Source: an optimization exercise on an open RTL-to-GDS flow (aim: small area, a short achievable clock period and few clock cycles). Production flows keep margins and buffers that such runs may drop. The RTL was checked by simulation tests, not by an equivalence proof against the original design. Power figures rest on the tool's default switching activity, not on a simulated workload.

**flow/run.sh**
```bash
#!/bin/bash
set -euo pipefail
bash standard.sh SETUP_SLACK_MARGIN=6.5 \
  "CTS_ARGS=-sink_clustering_enable -repair_clock_nets -dont_use_dummy_load -sink_clustering_size 30 -sink_clustering_max_diameter 80" \
  finish > standard_flow.log 2>&1
```
**standard.sh**
```bash
#!/bin/bash
# synth_recipe.tcl (not shown) runs the flow's synth.tcl, then flattens the netlist and writes it again
# the make line also repeats each setting of config.mk as NAME=value (left out here)
make -C /OpenROAD-flow-scripts/flow DESIGN_CONFIG=/design/flow/config.mk WORK_HOME=/design/flow/orfs CLKGATE_MAP_FILE= SYNTH_SCRIPT=/design/flow/synth_recipe.tcl "${@:-finish}"
```
**config.mk**
```make
export PLATFORM = sky130hd
export DESIGN_NAME = VCU
export DESIGN_NICKNAME = VCU
export VERILOG_FILES = /design/flow/design.v
export SDC_FILE = /design/flow/constraint.sdc
export NUM_CORES = 4
export LEC_CHECK = 0
export CAP_MARGIN = 20
export CORE_MARGIN = 2
export CORE_UTILIZATION = 40
export PLACE_DENSITY = 0.6
export SLEW_MARGIN = 20
```
**constraint.sdc**
```tcl
create_clock -name core_clock -period 10.0 [get_ports {clk}]
set_input_delay 2.0000 -clock core_clock [delete_from_list [all_inputs] [get_ports {clk}]]
set_output_delay 2.0000 -clock core_clock [all_outputs]
set_load 0.01 [all_outputs]
```
**design.v**
```verilog
`timescale 1ns / 1ps
module PE (
    input  [15:0] one, two, neg,           
    input  [31:0] a,                       
    output [5:0][31:0] rows                
);
  wire [31:0] pp [0:16];
  wire [31:0] negrow;
  genvar i;
  generate for (i = 0; i < 16; i = i + 1) begin : g_pp
    wire [31:0] mag = ({32{one[i]}} & a) | ({32{two[i]}} & {a[30:0], 1'b0});
    assign pp[i] = ({32{neg[i]}} ^ mag) << (2 * i);
    assign negrow[2*i]   = neg[i];
    assign negrow[2*i+1] = 1'b0;
  end endgenerate
  assign pp[16] = negrow;
  wire [31:0] l1 [0:11];
  wire [31:0] l2 [0:7];
  generate for (i = 0; i < 5; i = i + 1) begin : g_l1
  assign l1[2*i] = (pp[3*i]) ^ (pp[3*i+1]) ^ (pp[3*i+2]); 
  assign l1[2*i+1] = (((pp[3*i]) & (pp[3*i+1])) | ((pp[3*i]) & (pp[3*i+2])) | ((pp[3*i+1]) & (pp[3*i+2]))) << 1;
  end endgenerate
  assign l1[10] = pp[15];
  assign l1[11] = pp[16];
  generate for (i = 0; i < 4; i = i + 1) begin : g_l2
  assign l2[2*i] = (l1[3*i]) ^ (l1[3*i+1]) ^ (l1[3*i+2]); 
  assign l2[2*i+1] = (((l1[3*i]) & (l1[3*i+1])) | ((l1[3*i]) & (l1[3*i+2])) | ((l1[3*i+1]) & (l1[3*i+2]))) << 1;
  end endgenerate
  assign rows[0] = (l2[0]) ^ (l2[1]) ^ (l2[2]); 
  assign rows[1] = (((l2[0]) & (l2[1])) | ((l2[0]) & (l2[2])) | ((l2[1]) & (l2[2]))) << 1;
  assign rows[2] = (l2[3]) ^ (l2[4]) ^ (l2[5]); 
  assign rows[3] = (((l2[3]) & (l2[4])) | ((l2[3]) & (l2[5])) | ((l2[4]) & (l2[5]))) << 1;
  assign rows[4] = l2[6];
  assign rows[5] = l2[7];
endmodule
`timescale 1ns / 1ps
module VCU#(
    parameter NoOfElem = 4,
    parameter wordSize = 32,
    parameter memDepthC = 32,
    localparam memDepth = memDepthC - 2,
    localparam insSpace = 8  
)
(
    input clk,
    input RESET,
    input memWRTDone,
    input [wordSize - 1:0] BRAMdataIn,  
    output logic [wordSize-1: 0] BRAMDataOut,  
    output logic [memDepth-1+2:0]BRAMaddrByte,
    output logic [3:0]BRAMWREN,
    output logic BRAMENMEM,
    output logic done
);
    localparam K_TERM = 5, K_LDRF = 4, K_LDROW = 3, K_MUL = 2, K_AS = 1, K_JMP = 0;
    logic        mwd_r;      
    logic        run;        
    logic [5:0]  k;          
    logic [23:0] fld;        
    logic [5:0]  nk;         
    logic [23:0] nfld;
    logic [6:0]  cnt;        
    logic [3:0]  ph;         
    logic [29:0] pc;
    logic [29:0] addr;       
    logic        we;         
    logic        rf_valid;   
    logic [3:0]  wcnt;       
    logic [2:0]  ldp;        
    logic        p_last, p_stall, p_fetch, p_nload, p_rda, p_rdr, p_wr, p_jmpf;
    logic        p_mulwr, p_selB, p_digm, p_diga, p_ldrd, p_term, p_rfv;
    logic [5:0]  p_off;
    logic        sa_acc;     
    logic        sx_x, sx_inv;   
    logic [31:0] inreg;      
    logic [31:0] dout;       
    logic [15:0] d_one, d_two, d_neg;    
    logic [5:0][31:0] r1;    
    logic [31:0] r2s, r2c;   
    logic [31:0] accA, accB, accC;
    logic [15:0][31:0] rf;   
    assign BRAMaddrByte = {addr, 2'b00};
    assign BRAMWREN = {4{we}};
    assign BRAMENMEM = 1'b1;
    assign BRAMDataOut = dout;
    wire [7:0] iop = inreg[31:24];
    wire [5:0] in_k = {iop == 8'h01, iop == 8'h04, iop == 8'h08,
                       iop == 8'h0c, iop == 8'h0f, iop == 8'h10};
    wire k_nop = ~|k;
    wire [5:0] newk = (k_nop || k[K_JMP]) ? in_k : nk;
    wire [1:0] op = fld[23:22];
    logic        run_n;
    logic [5:0]  k_n;
    logic [6:0]  cnt_n;
    always_comb begin
        run_n = run;
        k_n = k;
        cnt_n = cnt;
        if (!run) begin
            if (!done && mwd_r) begin
                run_n = 1'b1;
                k_n = 6'd0;
                cnt_n = 7'd3;
            end
        end else begin
            if (p_term)
                run_n = 1'b0;
            if (p_last) begin
                k_n = newk;
                cnt_n = 7'd0;
            end else if (!p_stall) begin
                cnt_n = cnt + 7'd1;
            end
        end
    end
    wire [3:0] wcnt_n = p_last ? 4'd0 : (wcnt + {3'd0, p_mulwr});
    wire [3:0] ph_n = ph + 4'd1;
    wire n_nop = ~|k_n;
    wire n_mul = k_n[K_MUL], n_as = k_n[K_AS], n_ldrf = k_n[K_LDRF];
    wire n_ldrow = k_n[K_LDROW], n_jmp = k_n[K_JMP], n_term = k_n[K_TERM];
    wire c0 = (cnt_n == 7'd0);
    wire stall_n = run_n && c0 && ((n_mul && ph_n[1:0] != 2'd0) ||
                                   (n_as && (ph_n[1:0] != 2'd3 || ldp[0])));
    wire last_n = run_n && ((n_ldrf && cnt_n == 7'd16) || (n_ldrow && cnt_n == 7'd4) ||
                            (n_mul && cnt_n == 7'd70) || (n_as && cnt_n == 7'd35) ||
                            ((n_nop || n_jmp) && cnt_n == 7'd3));
    wire fetch_n = run_n && !stall_n &&
                   ((c0 && (n_nop || n_jmp || n_ldrf || n_ldrow)) ||
                    (cnt_n == 7'd1 && n_mul) || (cnt_n == 7'd16 && n_as));
    wire nload_n = run_n && (((n_ldrf || n_ldrow) && cnt_n == 7'd3) ||
                             (n_mul && cnt_n == 7'd4) || (n_as && cnt_n == 7'd19));
    wire ldrf_rd_n = run_n && n_ldrf && cnt_n >= 7'd1 && cnt_n <= 7'd16;
    wire ldrow_rd_n = run_n && n_ldrow && cnt_n >= 7'd1 && cnt_n <= 7'd4;
    wire mul_rd_n = run_n && n_mul && !stall_n && cnt_n[1:0] == 2'd0 && cnt_n <= 7'd60;
    wire as_rd_n = run_n && n_as && !stall_n &&
                   (cnt_n <= 7'd3 || (cnt_n >= 7'd8 && cnt_n <= 7'd11) ||
                    (cnt_n >= 7'd20 && cnt_n <= 7'd23) || (cnt_n >= 7'd28 && cnt_n <= 7'd31));
    wire as_wr_n = run_n && n_as &&
                   ((cnt_n >= 7'd4 && cnt_n <= 7'd7) || (cnt_n >= 7'd12 && cnt_n <= 7'd15) ||
                    (cnt_n >= 7'd24 && cnt_n <= 7'd27) || (cnt_n >= 7'd32 && cnt_n <= 7'd35));
    wire [6:0] mu_n = cnt_n - 7'd19;
    wire mu_b = (mu_n[3:0] == 4'd2 || mu_n[3:0] == 4'd3 || mu_n[3:0] == 4'd4);
    wire mul_wr_n = run_n && n_mul &&
                    ((cnt_n >= 7'd19 && cnt_n <= 7'd55 && (mu_n[3:0] == 4'd0 || mu_b)) ||
                     cnt_n >= 7'd67);
    wire selB_n = n_mul && cnt_n <= 7'd55 && mu_b;
    wire digm_n = run_n && n_mul && cnt_n[1:0] == 2'd3 && cnt_n <= 7'd63;
    wire diga_n = run_n && n_as && c0;
    wire [3:0] e_ldrf = ph_n + 4'd3;
    wire [3:0] e_asr = ph_n + 4'd1;
    wire [3:0] e_asw = ph_n - 4'd3;
    wire [1:0] jj = ph_n[3:2] + 2'd1;
    logic [5:0] off_n;
    always_comb begin
        off_n = 6'd0;
        if (ldrf_rd_n)
            off_n = {e_ldrf[3:2], 2'b00, e_ldrf[1:0]};
        else if (ldrow_rd_n)
            off_n = {4'd0, cnt_n[1:0] - 2'd1};
        else if (mul_rd_n)
            off_n = {cnt_n[5:4], 2'b00, ~jj};
        else if (as_rd_n)
            off_n = {e_asr[3:2], 2'b00, e_asr[1:0]};
        else if (mul_wr_n)
            off_n = {wcnt_n[3:2], 2'b00, wcnt_n[1:0]};
        else if (as_wr_n)
            off_n = {e_asw[3:2], 2'b00, e_asw[1:0]};
    end
    wire [29:0] fbase = p_jmpf ? {20'd0, fld[9:0]} : pc;
    wire [29:0] base = p_rda ? {6'd0, fld} :
                       p_rdr ? {19'd0, fld[21:11]} :
                       p_wr  ? {19'd0, fld[10:0]} :
                       (run ? fbase : 30'd0);
    always_ff @(posedge clk or negedge RESET) begin
        if (!RESET) begin
            mwd_r <= 1'b0;
            run <= 1'b0;
            done <= 1'b0;
            k <= 6'd0;
            ph <= 4'd0;
            addr <= 30'd0;
            we <= 1'b0;
            rf_valid <= 1'b0;
            {p_last, p_stall, p_fetch, p_nload, p_rda, p_rdr, p_wr, p_jmpf} <= 8'd0;
            {p_mulwr, p_selB, p_digm, p_diga, p_ldrd, p_term, p_rfv} <= 7'd0;
            p_off <= 6'd0;
        end else begin
            mwd_r <= memWRTDone;
            run <= run_n;
            k <= k_n;
            ph <= ph_n;
            addr <= base + {24'd0, p_off};
            we <= p_wr;
            if (p_term)
                done <= 1'b1;
            if (p_rfv)
                rf_valid <= 1'b1;
            p_last <= last_n;
            p_stall <= stall_n;
            p_fetch <= fetch_n;
            p_nload <= nload_n;
            p_rda <= ldrf_rd_n || ldrow_rd_n;
            p_rdr <= mul_rd_n || as_rd_n;
            p_wr <= mul_wr_n || as_wr_n;
            p_jmpf <= fetch_n && n_jmp;
            p_mulwr <= mul_wr_n;
            p_selB <= selB_n;
            p_digm <= digm_n;
            p_diga <= diga_n;
            p_ldrd <= ldrf_rd_n;
            p_term <= run_n && n_term;
            p_rfv <= run_n && n_ldrf && c0;
            p_off <= off_n;
        end
    end
    always_ff @(posedge clk) begin
        cnt <= cnt_n;
        wcnt <= wcnt_n;
        ldp <= {ldp[1:0], p_ldrd};
        dout <= p_selB ? accB : accA;
        if (!run)
            pc <= 30'd1;
        else if (p_fetch)
            pc <= fbase + 30'd1;
        if (p_nload) begin
            nk <= in_k;
            nfld <= inreg[23:0];
        end
        if (p_last)
            fld <= (k_nop || k[K_JMP]) ? inreg[23:0] : nfld;
    end
    logic [15:0] e_one, e_two, e_neg;
    wire [32:0] bx = {inreg, 1'b0};
    genvar gi;
    generate for (gi = 0; gi < 16; gi = gi + 1) begin : g_enc
        assign e_one[gi] = bx[2*gi+1] ^ bx[2*gi];
        assign e_two[gi] = (bx[2*gi+2] & ~bx[2*gi+1] & ~bx[2*gi]) |
                           (~bx[2*gi+2] & bx[2*gi+1] & bx[2*gi]);
        assign e_neg[gi] = bx[2*gi+2] & ~(bx[2*gi+1] & bx[2*gi]);
    end endgenerate
    always_ff @(posedge clk) begin
        if (p_digm) begin
            d_one <= rf_valid ? e_one : 16'd0;
            d_two <= rf_valid ? e_two : 16'd0;
            d_neg <= rf_valid ? e_neg : 16'd0;
        end else if (p_diga) begin
            d_one <= {15'd0, rf_valid};
            d_two <= 16'd0;
            d_neg <= {15'd0, op == 2'd1 || op == 2'd2};
        end
    end
    logic [5:0][31:0] r1_d;
    PE pe (.one(d_one), .two(d_two), .neg(d_neg), .a(rf[0]), .rows(r1_d));
    wire [6:0] v = cnt - 7'd4;
    wire [31:0] acc_in = {32{sa_acc}} & accC;
    wire [31:0] a0 = (r1[0]) ^ (r1[1]) ^ (r1[2]); 
    wire [31:0] a1 = (((r1[0]) & (r1[1])) | ((r1[0]) & (r1[2])) | ((r1[1]) & (r1[2]))) << 1;
    wire [31:0] a2 = (r1[3]) ^ (r1[4]) ^ (r1[5]); 
    wire [31:0] a3 = (((r1[3]) & (r1[4])) | ((r1[3]) & (r1[5])) | ((r1[4]) & (r1[5]))) << 1;
    wire [31:0] b0 = (a0) ^ (a1) ^ (a2); 
    wire [31:0] b1 = (((a0) & (a1)) | ((a0) & (a2)) | ((a1) & (a2))) << 1;
    wire [31:0] c0s = (b0) ^ (b1) ^ (a3); 
    wire [31:0] c1s = (((b0) & (b1)) | ((b0) & (a3)) | ((b1) & (a3))) << 1;
    wire [31:0] r2s_d = (c0s) ^ (c1s) ^ (acc_in); 
    wire [31:0] r2c_d = (((c0s) & (c1s)) | ((c0s) & (acc_in)) | ((c1s) & (acc_in))) << 1;
    wire [31:0] xin = {32{sx_x}} & (inreg ^ {32{sx_inv}});
    wire [31:0] d0s = r2s ^ r2c ^ xin;
    wire [31:0] d0m = (r2s & r2c) | (r2s & xin) | (r2c & xin);
    wire [31:0] d0c = {d0m[30:0], sx_x && sx_inv};
    wire [31:0] s3out = d0s + d0c;
    always_ff @(posedge clk) begin
        inreg <= BRAMdataIn;
        r1 <= r1_d;
        sa_acc <= k[K_MUL] && (v[3:2] != 2'd0);
        sx_x <= k[K_AS];
        sx_inv <= op[0];
        r2s <= r2s_d;
        r2c <= r2c_d;
        accA <= s3out;
        accB <= accA;
        accC <= accB;
        for (int i = 0; i < 15; i = i + 1)
            rf[i] <= rf[i + 1];
        rf[15] <= ldp[2] ? inreg : rf[0];
    end
endmodule
```
==> reports/results.env, run 1 <==
STATUS='finished clean'
DIE-WIDTH_UM=333
FIN_CRIT_SH=0.353
ROUTED_VIA_DENSITY=5.05
VIA_COUNT=25500
YS.FLOP_TYPE='sky130_fd_sc_hd__dfxtp_1'
GRT_SETUP_UNREPAIRED='yes'
PATH_CLK_SLEW_PS=100
GRT_OVERFLOW=0
AVGROUTEDWIREPERCELL_UM=20.0
INSERTION_DELAY_PS=660
DP_HPWL_MM=68.7
GRT_USAGE=0.180
SYN2LAYOUT_AREA_GROWTH_PCT=9.96
SYNTH-SEQ-AREA-SHARE=0.522
R2R_SETUP_SLACK_PS=6470
STARTPOINT_TYPE='flop'
LEAKAGEPOWER_nW=19.5
ROWS=120
SETUP_VIOLATIONS=0
WORSTSETUPPATHTYPE='reg2reg'
TRITONCTS_SINKS=1060
GPL.FINAL_WEIGHTED_CONGESTION=0.886
FINALSETUPTNS_PS=0
CTSROOTBUFFERMASTER='sky130_fd_sc_hd__clkbuf_16'
PIN_COUNT_OF_THE_BIGGEST_NET_ENTERING_GLOBAL_ROUTING=65
FIN_CRIT_PS=3530
CTS_TREE='built'
CP_MAX_FANOUT=6
CP_DATA_REQUIRED_TIME_PS=10580
WORST_CLOCK_SKEW_PS=67.6
CTS_INSERTED_BUFFERS=50
POWER_PER_CELL_AREA_nW_PER_UM2=264
DIE_AREA_UM2=111000
TOP_LIBRARY_CELLS_BY_USAGE_IN_THE_LAYOUT_FILL_AND_TAPS_ASIDE='sky130_fd_sc_hd__dfxtp_1, sky130_fd_sc_hd__inv_1, sky130_fd_sc_hd__a22oi_1'
SLEW_VIOL_FINAL=0
DRT_FIRST_PASS_ITERS=6
GRT_FIRST_PASS_WIRELENGTH_MM=154
NUMBER_OF_ENABLE_TYPE_REGISTER_CELLS_IN_THE_SYNTHESIZED_NETLIST=102
ROUTED_WIRE_LENGTH_MM=101
CRITPATHARRIVALTIME_PS=4100
IR_DROP_mV=0.179
FMAX_GHz=0.284
NNETSFINAL=4089
INITIAL_CORE_UTIL=0.404
SYN-CELL-AREA_UM2=43200
FIRST_GLOBAL_VIAS=25600
CORE_AREA_UM2=107000
YS_ASYNC_SR_FRACTION=0.0604
POSTSYNTHREGISTERBITS=1060
SYNTHESIS.INSTANCES=3626
LAYOUT_COMMONEST_CELL='sky130_fd_sc_hd__dfxtp_1'
SYN_AREA_PER_CELL_UM2=11.9
PLACEMENT.IO_BUFFERS=101
CTS-HTREE-LEVELS=2
NUM_IO_PINS=105
HOLDCRITPATHCLASS='reg2reg'
SYNTH-WARNING-COUNT=2
YOSYS.CELL_TYPES.COUNT=102
CAP_VIOLATIONS=0
DIEHEIGHT_UM=333
NUMBER_OF_ANTENNA_VIOLATIONS_AT_THE_FIRST_CHECK_IN_GLOBAL_ROUTING=10
LAYOUT-DRIVE-GT1-SHARE=0.100
DRT_FIRST_ITER_VIOLATIONS=2154
TIGHTEST_SLEW_PS=954
HOLD_BUFFERS=0
FINAL_UTIL=0.444
ENDPOINT_KIND='flop'
CTS_BUFFER_DEPTH=3
MAX_SLEW_MARGIN=0.364
REMAINING_DRC_ERRORS=0
FINALHOLDVIOLATIONS=0
DRT_ANTENNA_NET_COUNT=0
area by class of cell:
cell class	count	area, um^2
clock buffers	50	1250
inverters	360	1360
flip-flops and latches	1060	22600
fillers	9913	59500
repair buffers	195	1790
repair inverters	1	5.00
diodes	3	7.51
well taps	1403	1760
multi-input cells	1989	18700
cell usage after synthesis (95+ instances only):
master,n,area share
sky130_fd_sc_hd__inv_1,358,0.031
sky130_fd_sc_hd__mux2_2,95,0.025
sky130_fd_sc_hd__nand2_1,159,0.014
sky130_fd_sc_hd__xor2_1,227,0.046
sky130_fd_sc_hd__nor2_1,119,0.010
sky130_fd_sc_hd__dfxtp_1,894,0.41
sky130_fd_sc_hd__xnor2_1,209,0.042
sky130_fd_sc_hd__ha_1,140,0.041
sky130_fd_sc_hd__fa_1,257,0.12
sky130_fd_sc_hd__edfxtp_1,102,0.071
sky130_fd_sc_hd__clkbuf_1,161,0.014
sky130_fd_sc_hd__a22oi_1,280,0.049
where the power goes:
part	switching (mW)	internal [mW]	total, mW
Clock	1.25	0.893	2.15
Combinational	2.65	1.96	4.61
Sequential	0.432	5.34	5.77
Total	4.34	8.19	12.5
worst paths after layout:
| kind | startpoint | endpoint | cells past startpoint |
|---|---|---|---|
| worst max-delay path | sx_inv$_DFF_P_ | accA[29]$_DFF_P_ | 13 |
| worst min-delay path | rf[311]$_DFF_P_ | rf[279]$_DFF_P_ | 0 |
| worst max register to register | sx_inv$_DFF_P_ | accA[29]$_DFF_P_ | 13 |
| worst min register to register | rf[311]$_DFF_P_ | rf[279]$_DFF_P_ | 0 |
| max in group asynchronous | RESET | p_last$_DFF_PN0_ | 2 |
| min in group asynchronous | RESET | addr[4]$_DFF_PN0_ | 2 |
state kept, by name, indices dropped and copies added, names as in the netlist, 6 cells and up:
register and count:
r2s 32, pc 30, accB 32, accC 32, d_one 16, cnt 7
d_neg 16, d_two 16, r1 112, k 6, addr 30, r2c 31
nfld 24, inreg 32, dout 32, fld 24, nk 6, rf 512
accA 32
metal layers:
layer | track usage | routed length, um
met1 | 0.245 | 45200
met2 | 0.281 | 45700
met3 | 0.0435 | 7320
met4 | 0.0622 | 3160
met5 | 0 | 29
stage by stage:
step / cell area (um^2) / hold WS (ps) / setup slack, ps / cells / total power, mW
detailed placement: 45600 / 312 / 5300 / 4970 / 10.3
floorplan: 43200 / 310 / 6480 / 3627 / 8.76
finish: 47500 / 282 / 6470 / 5061 / 12.5
global route: 47500 / 289 / 6350 / 5059 / 13.5
global placement: 45600 / 310 / 5330 / 4970 / 10.3
CTS: 47100 / 285 / 6500 / 5035 / 12.5
what timing repair did:
item | CTS | global route
gates resized for setup | 115 | 53
cloned | 1 | 1
endpoints found under the hold margin | 0 | 0
setup buffers | 14 | 21
endpoints found under the setup margin | 94 | 36
pin swaps | 15 | 24
cells by family after synthesis:
logic type,synth area share
AOI/OAI and AO/OA,0.0876
adders and majority gates,0.160
and+or+nand+nor,0.0636
buffers and inverters,0.0515
xor gates and xnor gates,0.0884
other,0.000174
muxes,0.0270
DFF,0.522
critical path, stage by stage (launching register included):
cell	delay (ps)
sky130_fd_sc_hd__dfxtp_4	410
sky130_fd_sc_hd__buf_6	150
sky130_fd_sc_hd__xor2_1	150
sky130_fd_sc_hd__and2_1	150
sky130_fd_sc_hd__fa_1	480
sky130_fd_sc_hd__ha_4	200
sky130_fd_sc_hd__or4_4	520
sky130_fd_sc_hd__and3_4	200
sky130_fd_sc_hd__a221o_2	470
sky130_fd_sc_hd__a21oi_4	210
sky130_fd_sc_hd__a211oi_4	100
sky130_fd_sc_hd__a21o_1	180
sky130_fd_sc_hd__a21oi_2	130
sky130_fd_sc_hd__xnor2_1	120
Testbench counts, summed over its fixed seeds: cycles 42,677.
==> inputs of run 2 (changes only) <==
--- a/config.mk
+++ b/config.mk
@@ -7,6 +7,6 @@
 export LEC_CHECK = 0
 export CAP_MARGIN = 20
 export CORE_MARGIN = 2
-export CORE_UTILIZATION = 40
-export PLACE_DENSITY = 0.6
+export CORE_UTILIZATION = 60
+export PLACE_DENSITY = 0.72
 export SLEW_MARGIN = 20
==> run 2 against run 1 <==
Via count increased by 2.9%. Design area down 0.93%. First-iteration DRC count grew 5.1%. Sequential cell count did not move.
==> reports/results.env, run 2 <==
ROUTED_VIA_DENSITY=5.71  # was 5.05
PATH_CLK_SLEW_PS=100  # about the same
DRT_ANTENNA_NET_COUNT=0  # unchanged
SYNTH_TOP_AREA_CELL='sky130_fd_sc_hd__dfxtp_1'  # unchanged
SYNTH-SEQ-AREA-SHARE=0.522  # unchanged
POWER_PER_CELL_AREA_nW_PER_UM2=269  # was 264 nW/um^2
POST-SYNTH-TOP-AREA-FRACTION=0.414  # unchanged
NUM_IO_PINS=105  # unchanged
LAYOUT-DRIVE-GT1-SHARE=0.106  # was 0.100
AVGROUTEDWIREPERCELL_UM=22.2  # was 20.0 um
ROWS=98  # was 120
GRT_OVERFLOW=0  # unchanged
STATUS='finished clean'  # unchanged
HOLDCRITPATHCLASS='reg2reg'  # unchanged
CTS_TREE='built'  # unchanged
SYNTH_MOST_COMMON_CELL='sky130_fd_sc_hd__dfxtp_1'  # unchanged
ENDPOINT_KIND='flop'  # unchanged
CTSROOTBUFFERMASTER='sky130_fd_sc_hd__clkbuf_16'  # unchanged
REMAINING_DRC_ERRORS=0  # unchanged
IR_DROP_mV=0.238  # was 0.179 mV
YOSYS-TOP-CELLS-COUNT='sky130_fd_sc_hd__dfxtp_1, sky130_fd_sc_hd__inv_1, sky130_fd_sc_hd__a22oi_1'  # unchanged
PLACEMENT.IO_BUFFERS=101  # unchanged
CRIT_SLOWEST_CELL='sky130_fd_sc_hd__fa_1'  # was sky130_fd_sc_hd__or4_4
GRT_FIRST_PASS_WIRELENGTH_MM=156  # was 154 mm
NUM-FILL-CELLS=5430  # was 9913
RR_WORST_DEPTH=15  # was 13
FIRST_GLOBAL_VIAS=26900  # was 25600
WORST_CLOCK_SKEW_PS=87.4  # was 67.6 ps
NNETSFINAL=4086  # was 4089
CAP_VIOLATIONS=0  # unchanged
CTS_BUFFER_DEPTH=3  # unchanged
INSERTEDDIODECOUNT=0  # was 3
PIN_COUNT_OF_THE_BIGGEST_NET_ENTERING_GLOBAL_ROUTING=65  # unchanged
INITIAL_CORE_UTIL=0.605  # was 0.404
FINAL_CELL_AREA_UM2=47100  # was 47500 um^2
SYN_AREA_PER_CELL_UM2=11.9  # unchanged
ROUTED_WIRE_LENGTH_MM=102  # was 101 mm
DIEHEIGHT_UM=272  # was 333 um
CTS_INSERTED_BUFFERS=47  # was 50
CP_MAX_FANOUT=7  # was 6
FIN_CRIT_SH=0.365  # was 0.353
DIE_AREA_UM2=74200  # was 111000 um^2
STARTPOINT_TYPE='flop'  # unchanged
CP_DATA_REQUIRED_TIME_PS=10510  # was 10580 ps
PLACEMENT.CELL_AREA_UM2=44900  # was 45600 um^2
LARGEST_REGISTERS='rf: 512 flops, r1: 112 flops'  # unchanged
CORE_AREA_UM2=71400  # was 107000 um^2
FMAX_GHz=0.274  # was 0.284 GHz
SLEW_VIOL_FINAL=0  # unchanged
GRT_SETUP_UNREPAIRED='yes'  # unchanged
MAX_SLEW_MARGIN=0.261  # was 0.364
GRT_USAGE=0.273  # was 0.180
SYNTHESIS.INSTANCES=3626  # unchanged
LARGEST_REGISTER_FFS=512  # unchanged
POSTSYNTHREGISTERBITS=1060  # unchanged
INSERTION_DELAY_PS=640  # was 660 ps
DRT_FIRST_PASS_ITERS=6  # unchanged
SYN2LAYOUT_AREA_GROWTH_PCT=8.93  # was 9.96%
TOP_LIBRARY_CELLS_BY_USAGE_IN_THE_LAYOUT_FILL_AND_TAPS_ASIDE='sky130_fd_sc_hd__dfxtp_1, sky130_fd_sc_hd__inv_1, sky130_fd_sc_hd__a22oi_1'  # unchanged
FINAL_UTIL=0.660  # was 0.444
NUMBER_OF_ANTENNA_VIOLATIONS_AT_THE_FIRST_CHECK_IN_GLOBAL_ROUTING=3  # was 10
CRITPATHARRIVALTIME_PS=4170  # was 4100 ps
YOSYS.CELL_TYPES.COUNT=102  # unchanged
SYNTH-WARNING-COUNT=2  # unchanged
CTS-HTREE-LEVELS=2  # unchanged
NUMBER_OF_ENABLE_TYPE_REGISTER_CELLS_IN_THE_SYNTHESIZED_NETLIST=102  # unchanged
SYN-CELL-AREA_UM2=43200  # unchanged
NETLIST_TOP_CELLS_AREA='sky130_fd_sc_hd__dfxtp_1, sky130_fd_sc_hd__fa_1, sky130_fd_sc_hd__edfxtp_1'  # unchanged
SETUP_VIOLATIONS=0  # unchanged
YS_ASYNC_SR_FRACTION=0.0604  # unchanged
TOP_REGISTER='rf'  # unchanged
DRT_FIRST_ITER_VIOLATIONS=2264  # was 2154
VIA_COUNT=26300  # was 25500
DP_HPWL_MM=70.3  # was 68.7 mm
CRIT_CHAIN='buf_12, buf_6, xor2_1, nand2_1, fa_1, inv_2, ha_4, and3_4, and4_4, a31oi_4, o211ai_1, nand3_1, o31a_1, o21ai_1, xnor2_1'  # was buf_6, xor2_1, and2_1, fa_1, ha_4, or4_4, and3_4, a221o_2, a21oi_4, a211oi_4, a21o_1, a21oi_2, xnor2_1
GPL.FINAL_WEIGHTED_CONGESTION=0.888  # was 0.886
LEAKAGEPOWER_nW=19.5  # about the same
DIE-WIDTH_UM=272  # was 333 um
TIGHTEST_SLEW_PS=1110  # was 954 ps
HOLDWS_PS=254  # was 282 ps
TRITONCTS_SINKS=1060  # unchanged
LAYOUT_COMMONEST_CELL='sky130_fd_sc_hd__dfxtp_1'  # unchanged
CRIT_PATH_MAX_INCR_DELAY_PS=500  # was 520 ps
HOLD_PATH_DEPTH=0  # unchanged
FIN_CRIT_PS=3650  # was 3530 ps
FINALHOLDVIOLATIONS=0  # unchanged
YS.FLOP_TYPE='sky130_fd_sc_hd__dfxtp_1'  # unchanged
FINALSETUPTNS_PS=0  # unchanged
TOTALPOWERFINAL_mW=12.7  # was 12.5 mW
WORSTSETUPPATHTYPE='reg2reg'  # unchanged
-- run 2: report_power, final --
group / internal [mW] / switching (mW) / total, mW
sequential: 5.34 / 0.469 / 5.81
combinational: 2.06 / 2.75 / 4.81
clock: 0.842 / 1.22 / 2.06
total: 8.24 / 4.44 / 12.7
-- run 2: worst paths after layout --
kind | start | to | slack [ps]
worst max register to register | sx_inv$_DFF_P_ | accA[28]$_DFF_P_ | 6350
worst max-delay path | sx_inv$_DFF_P_ | accA[28]$_DFF_P_ | 6350
max in group asynchronous | RESET | p_rdr$_DFF_PN0_ | 7820
worst min-delay path | rf[128]$_DFF_P_ | rf[96]$_DFF_P_ | 250
min in group asynchronous | RESET | k[2]$_DFF_PN0_ | 1560
worst min register to register | rf[128]$_DFF_P_ | rf[96]$_DFF_P_ | 250
-- run 2: critical path, delay by kind of cell, from the launching register on --
| family | cells | cell delay [ps] |
|---|---|---|
| AND/OR/NAND/NOR | 4 | 630 |
| adder cells (fa/ha/maj) | 2 | 770 |
| AO/OA/AOI/OAI | 4 | 1110 |
| buffers and inverters | 3 | 280 |
| XOR/XNOR | 2 | 270 |
| flip-flops | 1 | 470 |
-- run 2: cells by family after synthesis --
kind of cell,count (synthesis),synth area share
flip-flops,1060,0.522
buffers and inverters,578,0.0515
AND/OR/NAND/NOR,529,0.0636
AO/OA/AOI/OAI,520,0.0876
XOR/XNOR,436,0.0884
adder cells (fa/ha/maj),397,0.160
multiplexers,104,0.0270
other,2,0.000174
-- run 2: metal layers --
layer,track usage,part of all wire
met2,0.451,0.47
met1,0.365,0.42
met5,0,0.00016
met3,0.0465,0.069
met4,0.0972,0.038
-- run 2: layout make-up --
class	instances	area [um^2]	share of cell area
sequential	1060	22600	0.480
timing repair inverter	1	5.00	0.000106
inverter	360	1360	0.0289
tap	950	1190	0.0253
timing repair buffer	195	1810	0.0385
clock buffer	47	1180	0.0250
multi-input combinational	1989	18900	0.402
-- run 2: timing repair --
action                     in CTS  in global routing
hold buffers                    0                  0
resized for setup             121                 78
setup buffers                  19                 30
pin swaps                      15                 37
cloned                          1                  1
setup endpoints to repair      99                 44
-- run 2: through the flow --
step	cells	setup slack, ps
6_report	4602	6350
5_1_grt	4602	6180
4_1_cts	4571	6400
3_5_place_dp	4504	5350
3_3_place_gp	4504	5500
2_1_floorplan	3627	6480
==> inputs of run 3 (changes only) <==
--- a/design.v
+++ b/design.v
@@ -2,9 +2,10 @@
 module PE (
     input  [15:0] one, two, neg,           
     input  [31:0] a,                       
+    input  [31:0] acc,                     
     output [5:0][31:0] rows                
 );
-  wire [31:0] pp [0:16];
+  wire [31:0] pp [0:17];
   wire [31:0] negrow;
   genvar i;
   generate for (i = 0; i < 16; i = i + 1) begin : g_pp
@@ -14,14 +15,13 @@
     assign negrow[2*i+1] = 1'b0;
   end endgenerate
   assign pp[16] = negrow;
+  assign pp[17] = acc;
   wire [31:0] l1 [0:11];
   wire [31:0] l2 [0:7];
-  generate for (i = 0; i < 5; i = i + 1) begin : g_l1
+  generate for (i = 0; i < 6; i = i + 1) begin : g_l1
   assign l1[2*i] = (pp[3*i]) ^ (pp[3*i+1]) ^ (pp[3*i+2]); 
   assign l1[2*i+1] = (((pp[3*i]) & (pp[3*i+1])) | ((pp[3*i]) & (pp[3*i+2])) | ((pp[3*i+1]) & (pp[3*i+2]))) << 1;
   end endgenerate
-  assign l1[10] = pp[15];
-  assign l1[11] = pp[16];
   generate for (i = 0; i < 4; i = i + 1) begin : g_l2
   assign l2[2*i] = (l1[3*i]) ^ (l1[3*i+1]) ^ (l1[3*i+2]); 
   assign l2[2*i+1] = (((l1[3*i]) & (l1[3*i+1])) | ((l1[3*i]) & (l1[3*i+2])) | ((l1[3*i+1]) & (l1[3*i+2]))) << 1;
@@ -70,14 +70,14 @@
     logic        p_last, p_stall, p_fetch, p_nload, p_rda, p_rdr, p_wr, p_jmpf;
     logic        p_mulwr, p_selB, p_digm, p_diga, p_ldrd, p_term, p_rfv;
     logic [5:0]  p_off;
-    logic        sa_acc;     
+    logic        s1_acc;     
     logic        sx_x, sx_inv;   
     logic [31:0] inreg;      
     logic [31:0] dout;       
     logic [15:0] d_one, d_two, d_neg;    
     logic [5:0][31:0] r1;    
     logic [31:0] r2s, r2c;   
-    logic [31:0] accA, accB, accC;
+    logic [31:0] accA, accB;
     logic [15:0][31:0] rf;   
     assign BRAMaddrByte = {addr, 2'b00};
     assign BRAMWREN = {4{we}};
@@ -250,19 +250,17 @@
         end
     end
     logic [5:0][31:0] r1_d;
-    PE pe (.one(d_one), .two(d_two), .neg(d_neg), .a(rf[0]), .rows(r1_d));
-    wire [6:0] v = cnt - 7'd4;
-    wire [31:0] acc_in = {32{sa_acc}} & accC;
+    wire [31:0] acc_in = {32{s1_acc}} & accB;
+    PE pe (.one(d_one), .two(d_two), .neg(d_neg), .a(rf[0]), .acc(acc_in), .rows(r1_d));
+    wire [6:0] v_n = cnt_n - 7'd4;
     wire [31:0] a0 = (r1[0]) ^ (r1[1]) ^ (r1[2]); 
     wire [31:0] a1 = (((r1[0]) & (r1[1])) | ((r1[0]) & (r1[2])) | ((r1[1]) & (r1[2]))) << 1;
     wire [31:0] a2 = (r1[3]) ^ (r1[4]) ^ (r1[5]); 
     wire [31:0] a3 = (((r1[3]) & (r1[4])) | ((r1[3]) & (r1[5])) | ((r1[4]) & (r1[5]))) << 1;
     wire [31:0] b0 = (a0) ^ (a1) ^ (a2); 
     wire [31:0] b1 = (((a0) & (a1)) | ((a0) & (a2)) | ((a1) & (a2))) << 1;
-    wire [31:0] c0s = (b0) ^ (b1) ^ (a3); 
-    wire [31:0] c1s = (((b0) & (b1)) | ((b0) & (a3)) | ((b1) & (a3))) << 1;
-    wire [31:0] r2s_d = (c0s) ^ (c1s) ^ (acc_in); 
-    wire [31:0] r2c_d = (((c0s) & (c1s)) | ((c0s) & (acc_in)) | ((c1s) & (acc_in))) << 1;
+    wire [31:0] r2s_d = (b0) ^ (b1) ^ (a3); 
+    wire [31:0] r2c_d = (((b0) & (b1)) | ((b0) & (a3)) | ((b1) & (a3))) << 1;
     wire [31:0] xin = {32{sx_x}} & (inreg ^ {32{sx_inv}});
     wire [31:0] d0s = r2s ^ r2c ^ xin;
     wire [31:0] d0m = (r2s & r2c) | (r2s & xin) | (r2c & xin);
@@ -271,14 +269,13 @@
     always_ff @(posedge clk) begin
         inreg <= BRAMdataIn;
         r1 <= r1_d;
-        sa_acc <= k[K_MUL] && (v[3:2] != 2'd0);
+        s1_acc <= n_mul && (v_n[3:2] != 2'd0);
         sx_x <= k[K_AS];
         sx_inv <= op[0];
         r2s <= r2s_d;
         r2c <= r2c_d;
         accA <= s3out;
         accB <= accA;
-        accC <= accB;
         for (int i = 0; i < 15; i = i + 1)
             rf[i] <= rf[i + 1];
         rf[15] <= ldp[2] ? inreg : rf[0];
--- a/config.mk
+++ b/config.mk
@@ -7,6 +7,6 @@
 export LEC_CHECK = 0
 export CAP_MARGIN = 20
 export CORE_MARGIN = 2
-export CORE_UTILIZATION = 60
-export PLACE_DENSITY = 0.72
+export CORE_UTILIZATION = 40
+export PLACE_DENSITY = 0.6
 export SLEW_MARGIN = 20
==> run 3 against run 2 <==
Synthesized cell count increased by 0.77%. Highest routed layer unchanged. Clock skew is 2.4 ps higher. Routed wire length rose by 0.53%. Via count down 1.7%. First-iteration DRC count decreased by 2.7%. Area after synthesis up 0.26%. Non-clock buffer count rose by 13. Global-route usage fell by 8.9 points. Largest cell class unchanged.
==> reports/results.env, run 3 <==
DP_HPWL_MM=70.0  # was 70.3 mm
HOLDCRITPATHCLASS='reg2reg'  # unchanged
MAX_SLEW_MARGIN=0.301  # was 0.261
CP_MAX_FANOUT=3  # was 7
LARGEST_REGISTERS='rf: 512 flops, r1: 140 flops'  # was rf: 512 flops, r1: 112 flops
REGTOREGENDPOINT='accA[31]$_DFF_P_'  # was accA[28]$_DFF_P_
ENDPOINT_KIND='flop'  # unchanged
CORE_AREA_UM2=107000  # was 71400 um^2
CAP_VIOLATIONS=0  # unchanged
ROUTED_VIA_DENSITY=5.06  # was 5.71
CTSROOTBUFFERMASTER='sky130_fd_sc_hd__clkbuf_16'  # unchanged
DRT_FIRST_ITER_VIOLATIONS=2204  # was 2264
GRT_USE_MET2=0.293  # was 0.451
SLEW_VIOL_FINAL=0  # unchanged
VIA_COUNT=25800  # was 26300
SYNTH_MOST_COMMON_CELL='sky130_fd_sc_hd__dfxtp_1'  # unchanged
FINALSETUPTNS_PS=0  # unchanged
REMAINING_DRC_ERRORS=0  # unchanged
CRITICAL_PATH.REG2REG.STARTPOINT='sx_inv$_DFF_P_'  # unchanged
ROWS=120  # was 98
NNETSFINAL=4149  # was 4086
DRT_ANTENNA_NET_COUNT=0  # unchanged
FIN_CRIT_SH=0.390  # was 0.365
YS.FLOP_TYPE='sky130_fd_sc_hd__dfxtp_1'  # unchanged
GROUTE.LAYER.MET3.USAGE=0.0285  # was 0.0465
GRT_FIRST_PASS_WIRELENGTH_MM=158  # was 156 mm
PATH_CLK_SLEW_PS=110  # was 100 ps
IR_DROP_mV=0.130  # was 0.238 mV
CTS-HTREE-LEVELS=2  # unchanged
PLACEMENT.IO_BUFFERS=101  # unchanged
TRITONCTS_SINKS=1055  # was 1060
SYN_AREA_PER_CELL_UM2=11.9  # about the same
WORST_CLOCK_SKEW_PS=89.8  # was 87.4 ps
POWER.SWITCHING_mW=3.68  # was 4.44 mW
FMAX_GHz=0.257  # was 0.274 GHz
POST_SYNTH_XOR_AREA_FRACTION=0.0841  # was 0.0884
POSTSYNTHREGISTERBITS=1055  # was 1060
TOP_LIBRARY_CELLS_BY_USAGE_IN_THE_LAYOUT_FILL_AND_TAPS_ASIDE='sky130_fd_sc_hd__dfxtp_1, sky130_fd_sc_hd__inv_1, sky130_fd_sc_hd__a22oi_1'  # unchanged
CRITICAL_PATH.ENDPOINT='accA[31]$_DFF_P_'  # was accA[28]$_DFF_P_
STARTPOINT_TYPE='flop'  # unchanged
INTERNAL-POWER_mW=7.71  # was 8.24 mW
DIEHEIGHT_UM=333  # was 272 um
GRT_USAGE=0.185  # was 0.273
NETLIST_TOP_CELLS_AREA='sky130_fd_sc_hd__dfxtp_1, sky130_fd_sc_hd__fa_1, sky130_fd_sc_hd__edfxtp_1'  # unchanged
CP_DATA_REQUIRED_TIME_PS=10500  # was 10510 ps
GRT-BUSIEST-LAYER='met2'  # unchanged
CTS_INSERTED_BUFFERS=49  # was 47
SETUP_WS_PS=6100  # was 6350 ps
NUMBER_OF_ANTENNA_VIOLATIONS_AT_THE_FIRST_CHECK_IN_GLOBAL_ROUTING=6  # was 3
DRT_FIRST_PASS_ITERS=6  # unchanged
FIN_CRIT_PS=3900  # was 3650 ps
SWITCHING_SHARE_OF_POWER=0.323  # was 0.350
POWER.SHARE.SEQUENTIAL=0.507  # was 0.458
GRT_USE_MET1=0.262  # was 0.365
COMBINATIONAL_SHARE_OF_POWER=0.306  # was 0.379
LEAKAGEPOWER_nW=19.7  # was 19.5 nW
PIN_COUNT_OF_THE_BIGGEST_NET_ENTERING_GLOBAL_ROUTING=65  # unchanged
TOTALPOWERFINAL_mW=11.4  # was 12.7 mW
SYNTH_TOP_AREA_CELL='sky130_fd_sc_hd__dfxtp_1'  # unchanged
AVGROUTEDWIREPERCELL_UM=20.2  # was 22.2 um
SYNTH-SEQ-AREA-SHARE=0.518  # was 0.522
DIE-WIDTH_UM=333  # was 272 um
DIE_AREA_UM2=111000  # was 74200 um^2
GRT_SETUP_UNREPAIRED='yes'  # unchanged
SETUP.WORST_PATH.START='sx_inv$_DFF_P_'  # unchanged
FINAL_UTIL=0.447  # was 0.660
RR_WORST_DEPTH=18  # was 15
POWER_PER_CELL_AREA_nW_PER_UM2=238  # was 269 nW/um^2
INITIAL_CORE_UTIL=0.404  # was 0.605
YS_ASYNC_SR_FRACTION=0.0607  # was 0.0604
YOSYS-TOP-CELLS-COUNT='sky130_fd_sc_hd__dfxtp_1, sky130_fd_sc_hd__inv_1, sky130_fd_sc_hd__a22oi_1'  # unchanged
TIGHTEST_SLEW_PS=1050  # was 1110 ps
GPL.FINAL_WEIGHTED_CONGESTION=0.857  # was 0.888
CLKPWRFRAC=0.186  # was 0.162
CRITPATHARRIVALTIME_PS=4390  # was 4170 ps
WORSTSETUPPATHTYPE='reg2reg'  # unchanged
SYNTHSIMPLEGATEAREAFRAC=0.0639  # was 0.0636
LARGEST_REGISTER_FFS=512  # unchanged
MAIN_COMBINATIONAL_CELL_FAMILY_BY_AREA_AFTER_SYNTHESIS='adder cells'  # unchanged
LAYOUT-DRIVE-GT1-SHARE=0.101  # was 0.106
STATUS='finished clean'  # unchanged
R2R_SETUP_SLACK_PS=6100  # was 6350 ps
NUM_IO_PINS=105  # unchanged
YOSYS.CELL_TYPES.COUNT=98  # was 102
GRT_OVERFLOW=0  # unchanged
FIRST_GLOBAL_VIAS=25900  # was 26900
NUMBER_OF_ENABLE_TYPE_REGISTER_CELLS_IN_THE_SYNTHESIZED_NETLIST=102  # unchanged
SYN-CELL-AREA_UM2=43300  # was 43200 um^2
PRECTSSETUPSLACK_PS=5570  # was 5350 ps
SYN2LAYOUT_AREA_GROWTH_PCT=10.6  # was 8.93%
HOLD_BUFFERS=0  # unchanged
LAYOUT_COMMONEST_CELL='sky130_fd_sc_hd__dfxtp_1'  # unchanged
POST-SYNTH-TOP-AREA-FRACTION=0.411  # was 0.414
SYNTHADDERAREAFRAC=0.165  # was 0.160
SETUP_VIOLATIONS=0  # unchanged
TOP_REGISTER='rf'  # unchanged
SYNTH_COMPOUND_GATE_AREA_SHARE=0.0876  # about the same
SYNTH.MUX.AREA_FRACTION=0.0289  # was 0.0270
CTS_BUFFER_DEPTH=3  # unchanged
ROUTED_WIRE_LENGTH_MM=103  # was 102 mm
INSERTION_DELAY_PS=680  # was 640 ps
SYNTHESIS.INSTANCES=3654  # was 3626
SYNTH-WARNING-COUNT=2  # unchanged
FINALHOLDVIOLATIONS=0  # unchanged
CTS_TREE='built'  # unchanged
==> run 3: cell count changes in the layout (fill, tap and decap cells not counted), sizes merged, moves of 8 or more <==
| cell | delta |
|---|---|
| buf | +13 |
| clkdlybuf4s50 | -13 |
| dlygate4sd2 | +19 |
| ha | +19 |
| mux2i | +8 |
| nand3 | +15 |
| o21ai | +13 |
| or3 | +8 |
| xnor2 | -13 |
==> run 3: routing by layer <==
metal | part of all wire | vias up
met5 | 0.00017 | -
met3 | 0.060 | 184
met1 | 0.46 | 12800
li1 | - | 12000
met2 | 0.45 | 836
met4 | 0.028 | 2
==> run 3: cell families (layout without fill, tap and decap cells) <==
kind of cell	Yosys count	in the layout
buf+inv	581	621
simple gates	539	540
compound gates	532	532
other cells	2	4
fa+ha+maj	416	416
mux	113	113
flops	1055	1055
xor+xnor	416	416
==> run 3: worst min-delay path by stage <==
| stage | slack (ps) | from | end | cells past startpoint |
|---|---|---|---|---|
| 3_3_place_gp | 310 | rf[384]$_DFF_P_ | rf[352]$_DFF_P_ | 0 |
| 5_1_grt | 290 | rf[270]$_DFF_P_ | rf[238]$_DFF_P_ | 0 |
| 6_report | 300 | rf[460]$_DFF_P_ | rf[428]$_DFF_P_ | 0 |
| 4_1_cts | 300 | rf[460]$_DFF_P_ | rf[428]$_DFF_P_ | 0 |
| 3_5_place_dp | 310 | rf[35]$_DFF_P_ | rf[3]$_DFF_P_ | 0 |
| 2_1_floorplan | 310 | ldp[1]$_DFF_P_ | ldp[2]$_DFF_P_ | 0 |
==> run 3: power by group through the flow <==
stage | Clock (mW) | Sequential, mW | Combinational (mW)
floorplan | 0 | 5.72 | 2.35
global placement | 0 | 5.87 | 3.30
detailed placement | 0 | 5.90 | 3.35
CTS | 2.21 | 5.80 | 3.43
global route | 2.35 | 5.89 | 4.00
finish | 2.12 | 5.78 | 3.49
==> run 3: repair_timing <==
action | 4_1_cts | 5_1_grt
gates cloned | 2 | 1
pin swaps | 23 | 40
endpoints found under the setup margin | 100 | 29
buffers inserted | 19 | 29
gates resized for setup | 142 | 47
==> run 3: metrics by stage <==
stage / instance area, um^2 / instances / hold WS, ps
floorplan: 43400 / 3655 / 310
global placement: 45700 / 4998 / 310
detailed placement: 45700 / 4998 / 312
CTS: 47400 / 5068 / 298
global route: 47900 / 5099 / 292
finish: 47900 / 5100 / 296
==> run 3: cell type report <==
cell class	count	area, um^2
fill	10000	59300
sequential	1055	22500
multi-input combinational	2020	19200
timing repair buffer	208	1920
tap	1403	1760
inverter	364	1370
clock buffer	49	1230
antenna	1	2.50
==> run 3: critical path, stage by stage, from the launching register on <==
cell and delay [ps]:
sky130_fd_sc_hd__dfxtp_4 380, sky130_fd_sc_hd__buf_12 130, sky130_fd_sc_hd__buf_16 120, sky130_fd_sc_hd__buf_12 110, sky130_fd_sc_hd__xor2_2 110, sky130_fd_sc_hd__nand2_1 80
sky130_fd_sc_hd__fa_1 500, sky130_fd_sc_hd__inv_2 50, sky130_fd_sc_hd__ha_4 150, sky130_fd_sc_hd__a2111o_1 330, sky130_fd_sc_hd__a31o_2 220, sky130_fd_sc_hd__a221o_1 380
sky130_fd_sc_hd__or3_4 340, sky130_fd_sc_hd__o211ai_1 170, sky130_fd_sc_hd__buf_4 170, sky130_fd_sc_hd__nand3_4 80, sky130_fd_sc_hd__a31oi_4 170, sky130_fd_sc_hd__o31ai_2 80
sky130_fd_sc_hd__xnor2_1 130
Testbench counts of run 3, summed over its fixed seeds: cycles 42,677.
==> inputs of run 4 (changes only) <==
--- a/design.v
+++ b/design.v
@@ -71,7 +71,6 @@
     logic        p_mulwr, p_selB, p_digm, p_diga, p_ldrd, p_term, p_rfv;
     logic [5:0]  p_off;
     logic        s1_acc;     
-    logic        sx_x, sx_inv;   
     logic [31:0] inreg;      
     logic [31:0] dout;       
     logic [15:0] d_one, d_two, d_neg;    
@@ -259,19 +258,17 @@
     wire [31:0] a3 = (((r1[3]) & (r1[4])) | ((r1[3]) & (r1[5])) | ((r1[4]) & (r1[5]))) << 1;
     wire [31:0] b0 = (a0) ^ (a1) ^ (a2); 
     wire [31:0] b1 = (((a0) & (a1)) | ((a0) & (a2)) | ((a1) & (a2))) << 1;
-    wire [31:0] r2s_d = (b0) ^ (b1) ^ (a3); 
-    wire [31:0] r2c_d = (((b0) & (b1)) | ((b0) & (a3)) | ((b1) & (a3))) << 1;
-    wire [31:0] xin = {32{sx_x}} & (inreg ^ {32{sx_inv}});
-    wire [31:0] d0s = r2s ^ r2c ^ xin;
-    wire [31:0] d0m = (r2s & r2c) | (r2s & xin) | (r2c & xin);
-    wire [31:0] d0c = {d0m[30:0], sx_x && sx_inv};
-    wire [31:0] s3out = d0s + d0c;
+    wire [31:0] c0s = (b0) ^ (b1) ^ (a3); 
+    wire [31:0] c1s = (((b0) & (b1)) | ((b0) & (a3)) | ((b1) & (a3))) << 1;
+    wire [31:0] xin = {32{k[K_AS]}} & (BRAMdataIn ^ {32{op[0]}});
+    wire [31:0] d0m = (c0s & c1s) | (c0s & xin) | (c1s & xin);
+    wire [31:0] r2s_d = c0s ^ c1s ^ xin;
+    wire [31:0] r2c_d = {d0m[30:0], k[K_AS] && op[0]};
+    wire [31:0] s3out = r2s + r2c;
     always_ff @(posedge clk) begin
         inreg <= BRAMdataIn;
         r1 <= r1_d;
         s1_acc <= n_mul && (v_n[3:2] != 2'd0);
-        sx_x <= k[K_AS];
-        sx_inv <= op[0];
         r2s <= r2s_d;
         r2c <= r2c_d;
         accA <= s3out;
==> run 4 against run 3 <==
Non-clock buffer count is 51 lower. Area after synthesis down 1.2%. Cell count decreased by 2.7%. Still clean. Via count decreased by 2.6%.
==> reports/results.env, run 4 <==
CRITPATHARRIVALTIME_PS=3990  # was 4390 ps
POWER.SHARE.SEQUENTIAL=0.476  # was 0.507
DRT_FIRST_PASS_ITERS=8  # was 6
POWER.SWITCHING_mW=4.14  # was 3.68 mW
LAYOUT-DRIVE-GT1-SHARE=0.0788  # was 0.101
ROWS=120  # unchanged
NUMBER_OF_ENABLE_TYPE_REGISTER_CELLS_IN_THE_SYNTHESIZED_NETLIST=102  # unchanged
SETUP.WORST_PATH.START='cnt[0]$_DFF_P_'  # was sx_inv$_DFF_P_
WORSTSETUPPATHTYPE='reg2reg'  # unchanged
AVGROUTEDWIREPERCELL_UM=20.0  # was 20.2 um
GRT_OVERFLOW=0  # unchanged
DPL.CELL_COUNT=4890  # was 4998
ROUTED_WIRE_LENGTH_MM=99.4  # was 103 mm
ENDPOINT_KIND='flop'  # unchanged
CTS_BUFFER_DEPTH=3  # unchanged
SYN2LAYOUT_AREA_GROWTH_PCT=9.10  # was 10.6%
CTS_TREE='built'  # unchanged
TOP_REGISTER='rf'  # unchanged
POSTSYNTHREGISTERBITS=1055  # unchanged
CRITICAL_PATH.ENDPOINT='p_off[1]$_DFF_PN0_'  # was accA[31]$_DFF_P_
NUMBER_OF_ANTENNA_VIOLATIONS_AT_THE_FIRST_CHECK_IN_GLOBAL_ROUTING=3  # was 6
PLACEMENT.IO_BUFFERS=101  # unchanged
SETUP_VIOLATIONS=0  # unchanged
PIN_COUNT_OF_THE_BIGGEST_NET_ENTERING_GLOBAL_ROUTING=65  # unchanged
STARTPOINT_TYPE='flop'  # unchanged
FINAL_UTIL=0.438  # was 0.447
CTSROOTBUFFERMASTER='sky130_fd_sc_hd__clkbuf_16'  # unchanged
GPL.FINAL_WEIGHTED_CONGESTION=0.847  # was 0.857
INTERNAL-POWER_mW=8.04  # was 7.71 mW
AREA.SEQUENTIAL_UM2=22500  # about the same
DIEHEIGHT_UM=331  # was 333 um
CP_MAX_FANOUT=7  # was 3
PATH_CLK_SLEW_PS=100  # was 110 ps
IR_DROP_mV=0.156  # was 0.130 mV
LEAKAGEPOWER_nW=19.1  # was 19.7 nW
DIE-WIDTH_UM=331  # was 333 um
LARGEST_REGISTER_FFS=512  # unchanged
R2R_SETUP_SLACK_PS=6560  # was 6100 ps
TIMING.HOLD.WORST.START='rf[97]$_DFF_P_'  # was rf[460]$_DFF_P_
CLKPWRFRAC=0.179  # was 0.186
FINALNONFILLERCELLS=4960  # was 5100
SYNTHESIS.INSTANCES=3547  # was 3654
FIRST_GLOBAL_VIAS=24900  # was 25900
SYN-CELL-AREA_UM2=42800  # was 43300 um^2
GRT-BUSIEST-LAYER='met2'  # unchanged
NUM_IO_PINS=105  # unchanged
GRT_SETUP_UNREPAIRED='yes'  # unchanged
NNETSFINAL=4008  # was 4149
SYNTH_TOP_AREA_CELL='sky130_fd_sc_hd__dfxtp_1'  # unchanged
POWER_PER_CELL_AREA_nW_PER_UM2=261  # was 238 nW/um^2
SLEW_VIOL_FINAL=0  # unchanged
NUM-FILL-CELLS=9946  # was 10000
VIA_COUNT=25200  # was 25800
FINALHOLDVIOLATIONS=0  # unchanged
CP_DATA_REQUIRED_TIME_PS=10560  # was 10500 ps
MAX_SLEW_MARGIN=0.283  # was 0.301
FIN_CRIT_SH=0.344  # was 0.390
CORE_AREA_UM2=107000  # about the same
GRT_FIRST_PASS_WIRELENGTH_MM=152  # was 158 mm
YOSYS.CELL_TYPES.COUNT=94  # was 98
GRT_USAGE=0.181  # was 0.185
INSERTION_DELAY_PS=670  # was 680 ps
SYNTH-SEQ-AREA-SHARE=0.525  # was 0.518
FMAX_GHz=0.291  # was 0.257 GHz
COMBINATIONAL_SHARE_OF_POWER=0.344  # was 0.306
YS_ASYNC_SR_FRACTION=0.0607  # unchanged
CRITICAL_PATH.REG2REG.STARTPOINT='cnt[0]$_DFF_P_'  # was sx_inv$_DFF_P_
YS.FLOP_TYPE='sky130_fd_sc_hd__dfxtp_1'  # unchanged
YOSYS-TOP-CELLS-COUNT='sky130_fd_sc_hd__dfxtp_1, sky130_fd_sc_hd__inv_1, sky130_fd_sc_hd__a22oi_1'  # unchanged
REMAINING_DRC_ERRORS=0  # unchanged
RR_WORST_DEPTH=11  # was 18
STATUS='finished clean'  # unchanged
LAYOUT_COMMONEST_CELL='sky130_fd_sc_hd__dfxtp_1'  # unchanged
WORST_CLOCK_SKEW_PS=80.8  # was 89.8 ps
INITIAL_CORE_UTIL=0.402  # was 0.404
TIGHTEST_SLEW_PS=1070  # was 1050 ps
DRT_ANTENNA_NET_COUNT=0  # unchanged
SYN_AREA_PER_CELL_UM2=12.1  # was 11.9 um^2
CTS_INSERTED_BUFFERS=51  # was 49
TOTALPOWERFINAL_mW=12.2  # was 11.4 mW
GROUTE.LAYER.MET3.USAGE=0.0284  # was 0.0285
HOLD_BUFFERS=0  # unchanged
TRITONCTS_SINKS=1055  # unchanged
NETLIST_TOP_CELLS_AREA='sky130_fd_sc_hd__dfxtp_1, sky130_fd_sc_hd__fa_1, sky130_fd_sc_hd__edfxtp_1'  # unchanged
ROUTED_VIA_DENSITY=5.07  # was 5.06
HOLDWS_PS=270  # was 296 ps
SYNTH-WARNING-COUNT=2  # unchanged
SWITCHING_SHARE_OF_POWER=0.340  # was 0.323
FINALSETUPTNS_PS=0  # unchanged
SYNTH_MOST_COMMON_CELL='sky130_fd_sc_hd__dfxtp_1'  # unchanged
DIE_AREA_UM2=110000  # was 111000 um^2
DP_HPWL_MM=69.4  # was 70.0 mm
GRT_USE_MET1=0.263  # was 0.262
GRT_USE_MET2=0.282  # was 0.293
CAP_VIOLATIONS=0  # unchanged
TOP_LIBRARY_CELLS_BY_USAGE_IN_THE_LAYOUT_FILL_AND_TAPS_ASIDE='sky130_fd_sc_hd__dfxtp_1, sky130_fd_sc_hd__inv_1, sky130_fd_sc_hd__a22oi_1'  # unchanged
REGTOREGENDPOINT='p_off[1]$_DFF_PN0_'  # was accA[31]$_DFF_P_
MULTI_INPUT_COMB_AREA_UM2=18800  # was 19200 um^2
LARGEST_REGISTERS='rf: 512 flops, r1: 140 flops'  # unchanged
DRT_FIRST_ITER_VIOLATIONS=1948  # was 2204
FIN_CRIT_PS=3440  # was 3900 ps
CTS-HTREE-LEVELS=2  # unchanged
POST-SYNTH-TOP-AREA-FRACTION=0.416  # was 0.411
HOLDCRITPATHCLASS='reg2reg'  # unchanged
==> run 4: cell type report <==
| cell class | instances | share of cell area |
|---|---|---|
| antenna | 2 | 0.000107 |
| clock buffer | 51 | 0.0273 |
| inverter | 279 | 0.0225 |
| multi-input combinational | 2012 | 0.402 |
| sequential | 1055 | 0.481 |
| tap | 1403 | 0.0376 |
| timing repair buffer | 157 | 0.0295 |
| timing repair inverter | 1 | 0.000107 |
==> run 4: cells by family (layout without fill, tap and decap cells) <==
logic type               Yosys count  count (layout)  synth area share
buffers and inverters            482             488            0.0434
XOR/XNOR                         427             427            0.0874
adder cells (fa/ha/maj)          416             416             0.167
AND/OR/NAND/NOR                  540             541            0.0637
flip-flops                      1055            1055             0.525
other                              2               5          0.000175
AO/OA/AOI/OAI                    517             517            0.0861
multiplexers                     108             108            0.0279
==> run 4: what timing repair did <==
action / in CTS / in global routing
gates cloned: 2 / 0
endpoints found under the setup margin: 107 / 34
setup buffers: 4 / 10
pin swaps: 4 / 7
gates resized for setup: 82 / 41
==> run 4: power groups by stage <==
stage	clock (mW)	combinational (mW)	sequential [mW]
after global routing	2.41	4.84	5.90
after global placement	0	4.10	5.89
after floorplan	0	2.99	5.72
after CTS	2.28	4.17	5.82
after detailed placement	0	4.17	5.91
final	2.18	4.19	5.80
==> run 4: worst min-delay path by stage <==
stage / depth (start not counted) / endpoint / slack [ps]
after global routing: 0 / rf[65]$_DFF_P_ / 270
after global placement: 0 / rf[225]$_DFF_P_ / 310
final: 0 / rf[65]$_DFF_P_ / 270
after detailed placement: 0 / rf[150]$_DFF_P_ / 310
after floorplan: 0 / ldp[2]$_DFF_P_ / 310
after CTS: 0 / rf[65]$_DFF_P_ / 270
==> run 4: layer usage <==
layer | share of wire | wire length (um) | vias up
met2 | 0.45 | 44600 | 704
met1 | 0.47 | 47100 | 12600
met3 | 0.055 | 5510 | 130
li1 | - | - | 11700
met4 | 0.022 | 2140 | 2
met5 | 0.00013 | 13 | -
==> run 4: through the flow <==
step | setup WS, ps | cell area [um^2]
after floorplan | 6570 | 42800
after global placement | 5760 | 45100
after detailed placement | 5660 | 45100
after CTS | 6410 | 46400
after global routing | 6460 | 46700
final | 6560 | 46700
==> run 4: worst max-delay path, cell delays in order, from the launching register on <==
cell	delay, ps
sky130_fd_sc_hd__dfxtp_1	470
sky130_fd_sc_hd__ha_1	240
sky130_fd_sc_hd__and2b_1	280
sky130_fd_sc_hd__nand2_1	150
sky130_fd_sc_hd__o311ai_4	450
sky130_fd_sc_hd__nand2_2	130
sky130_fd_sc_hd__or3_4	430
sky130_fd_sc_hd__nand2b_4	170
sky130_fd_sc_hd__and3_4	180
sky130_fd_sc_hd__or2_0	240
sky130_fd_sc_hd__a221o_1	330
sky130_fd_sc_hd__a41o_1	240
Testbench counts of run 4, summed over its fixed seeds: cycles 42,677.
==> inputs of run 5 (changes only) <==
--- a/design.v
+++ b/design.v
@@ -220,7 +220,7 @@
         if (!run)
             pc <= 30'd1;
         else if (p_fetch)
-            pc <= fbase + 30'd1;
+            pc <= p_jmpf ? {20'd0, fld[9:0]} + 30'd1 : pc + 30'd1;
         if (p_nload) begin
             nk <= in_k;
             nfld <= inreg[23:0];
==> flow/run.sh (replaced) <==
#!/bin/bash
# Standard layout (the standard.sh, standard synthesis), with:
#  - a clock tree without dummy loads, in larger sink clusters;
#  - every input and output port buffered with a plain buffer rather than a
#    delay cell.
# The SDC, clock period and I/O constraints are unchanged.
set -euo pipefail
bash standard.sh SETUP_SLACK_MARGIN=6.5 \
  "CTS_ARGS=-sink_clustering_enable -repair_clock_nets -dont_use_dummy_load -sink_clustering_size 30 -sink_clustering_max_diameter 80" \
  "BUFFER_PORTS_ARGS=-buffer_cell sky130_fd_sc_hd__buf_2" \
  finish > standard_flow.log 2>&1
==> run 5 against run 4 <==
Still clean on timing, DRC and antenna. Global-route usage shrank 0.72 points. Register-to-register slack gained 70 ps. Maximum frequency grew 2.0%. Count of clock-buffer cells in the layout shrank 5. Clock skew grew 8.0 ps. Clock power shrank 6%. Sequential share of layout area grew 0.89 points. Critical path type unchanged.
==> reports/results.env, run 5 <==
STATUS='finished clean'  # unchanged
SETUP_VIOLATIONS=0  # unchanged
DP_HPWL_MM=69.4  # about the same
DIE_AREA_UM2=110000  # about the same
TRITONCTS_SINKS=1055  # unchanged
STARTPOINT_TYPE='flop'  # unchanged
POST-SYNTH-TOP-AREA-FRACTION=0.415  # was 0.416
SYNTH-WARNING-COUNT=2  # unchanged
YS.FLOP_TYPE='sky130_fd_sc_hd__dfxtp_1'  # unchanged
FIN_CRIT_SH=0.337  # was 0.344
ROUTED_WIRE_LENGTH_MM=97.5  # was 99.4 mm
POWER_PER_CELL_AREA_nW_PER_UM2=264  # was 261 nW/um^2
INITIAL_CORE_UTIL=0.402  # about the same
PATH_CLK_SLEW_PS=120  # was 100 ps
SYNTH-SEQ-AREA-SHARE=0.524  # was 0.525
CTS_TREE='built'  # unchanged
FINAL_UTIL=0.430  # was 0.438
DRT_FIRST_ITER_VIOLATIONS=1985  # was 1948
CAP_VIOLATIONS=0  # unchanged
REMAINING_DRC_ERRORS=0  # unchanged
ROWS=120  # unchanged
CP_MAX_FANOUT=9  # was 7
GRT_USAGE=0.174  # was 0.181
SYN-CELL-AREA_UM2=42800  # about the same
INSERTION_DELAY_PS=650  # was 670 ps
CTSROOTBUFFERMASTER='sky130_fd_sc_hd__clkbuf_16'  # unchanged
POSTSYNTHREGISTERBITS=1055  # unchanged
CRIT_PATH_MAX_INCR_DELAY_PS=680  # was 470 ps
MAX_SLEW_MARGIN=0.301  # was 0.283
WORSTSETUPPATHTYPE='reg2reg'  # unchanged
TIGHTEST_SLEW_PS=1050  # was 1070 ps
LARGEST_REGISTERS='rf: 512 flops, r1: 140 flops'  # unchanged
CP.BUFFERS_INVERTERS=1  # was 0
SYN2LAYOUT_AREA_GROWTH_PCT=7.05  # was 9.10%
CP_DATA_REQUIRED_TIME_PS=10510  # was 10560 ps
NETLIST_TOP_CELLS_AREA='sky130_fd_sc_hd__dfxtp_1, sky130_fd_sc_hd__fa_1, sky130_fd_sc_hd__edfxtp_1'  # unchanged
PLACEMENT.IO_BUFFERS=101  # unchanged
CTS_INSERTED_BUFFERS=46  # was 51
CTS-HTREE-LEVELS=2  # unchanged
LAYOUT_COMMONEST_CELL='sky130_fd_sc_hd__dfxtp_1'  # unchanged
GRT_FIRST_PASS_WIRELENGTH_MM=148  # was 152 mm
LEAKAGEPOWER_nW=18.9  # was 19.1 nW
FMAX_GHz=0.297  # was 0.291 GHz
CRITPATHARRIVALTIME_PS=3880  # was 3990 ps
IR_DROP_mV=0.160  # was 0.156 mV
WORST_CLOCK_SKEW_PS=88.8  # was 80.8 ps
DIE-WIDTH_UM=331  # about the same
GPL.FINAL_WEIGHTED_CONGESTION=0.866  # was 0.847
CORE_AREA_UM2=107000  # unchanged
[run 5: logic make-up (layout without fill, tap and decap cells)]
group	Yosys count	in the layout	synth area share
xor gates and xnor gates	429	429	0.0877
adders and majority gates	418	418	0.167
muxes	101	101	0.0263
other	2	3	0.000175
buffers and inverters	487	479	0.0452
AOI/OAI and AO/OA	521	521	0.0871
DFF	1055	1055	0.524
and+or+nand+nor	523	523	0.0622
[run 5: where the power goes]
| part | switching, mW | total [mW] | internal (mW) |
|---|---|---|---|
| Combinational | 2.41 | 4.22 | 1.80 |
| Clock | 1.22 | 2.05 | 0.827 |
| Sequential | 0.500 | 5.84 | 5.34 |
[run 5: layer usage]
metal,global-route usage,wire length (um),vias to the layer above
met1,0.261,47400,12200
met4,0.0440,2190,0
met3,0.0269,5490,121
met5,0,0,-
li1,-,-,11700
met2,0.262,42400,701
[run 5: path summary, 6_finish.rpt]
check                                 from                 end  depth (start not counted)
setup / recovery             run$_DFF_PN0_  p_off[0]$_DFF_PN0_                         10
hold / removal             rf[110]$_DFF_P_      rf[78]$_DFF_P_                          0
setup reg to reg             run$_DFF_PN0_  p_off[0]$_DFF_PN0_                         10
hold reg to reg            rf[110]$_DFF_P_      rf[78]$_DFF_P_                          0
max in group asynchronous            RESET    p_jmpf$_DFF_PN0_                          2
min in group asynchronous            RESET  addr[17]$_DFF_PN0_                          2
[run 5: layout make-up]
type | count | area (um^2)
clock buffers | 46 | 1150
fillers | 9978 | 60700
inverters | 282 | 1060
multi-input cells | 1995 | 18500
flip-flops and latches | 1055 | 22500
well taps | 1403 | 1760
repair buffers | 151 | 900
[run 5: what timing repair did]
action                     CTS  global route
gates cloned                 0             0
setup endpoints to repair   22            20
resized for setup            9            17
buffers inserted             2            14
pin swaps                    0             2
[run 5: stage by stage]
stage	power [mW]	area [um^2]
2_1_floorplan	8.78	42800
3_3_place_gp	10.1	44500
3_5_place_dp	10.2	44500
4_1_cts	12.3	45700
5_1_grt	13.1	45900
6_report	12.1	45900
Testbench counts of run 5, summed over its fixed seeds: cycles 42,677.

## afterwards: timing with drivers on the ports
How much do the figures lean on ideal ports? The routed layouts below were timed once more, with nothing changed but the port constraints. Step 1: set_driving_cell puts a clkbuf_16 on clk and a buf_2 on each other input, an assumption about the parent block. Step 2 also shifts input and output timing later by t, the mid clock arrival at the registers, as if the neighbouring blocks saw the same clock. Three values: ideal, step 1, step 2; two values: the first two.
run	t, ns	setup slack, ns	worst setup path after step 2	clock arrival spread, ns	pins driven straight from the clock port
run 1	0.691	6.474 / 6.472 / 6.474	register to register	0.068 / 0.068	1
run 2	0.666	6.346 / 6.346 / 6.346	register to register	0.090 / 0.090	1
run 3	0.703	6.102 / 6.102 / 6.102	register to register	0.094 / 0.094	1
run 4	0.708	6.563 / 6.510 / 6.264	input to register	0.086 / 0.086	1
run 5	0.679	6.630 / 6.630 / 6.447	input to register	0.090 / 0.090	1
After both steps setup and hold are still met in every run listed. The setup slack of run 4, which loses most, moves by -0.053 ns with the drivers and by -0.299 ns with both steps.
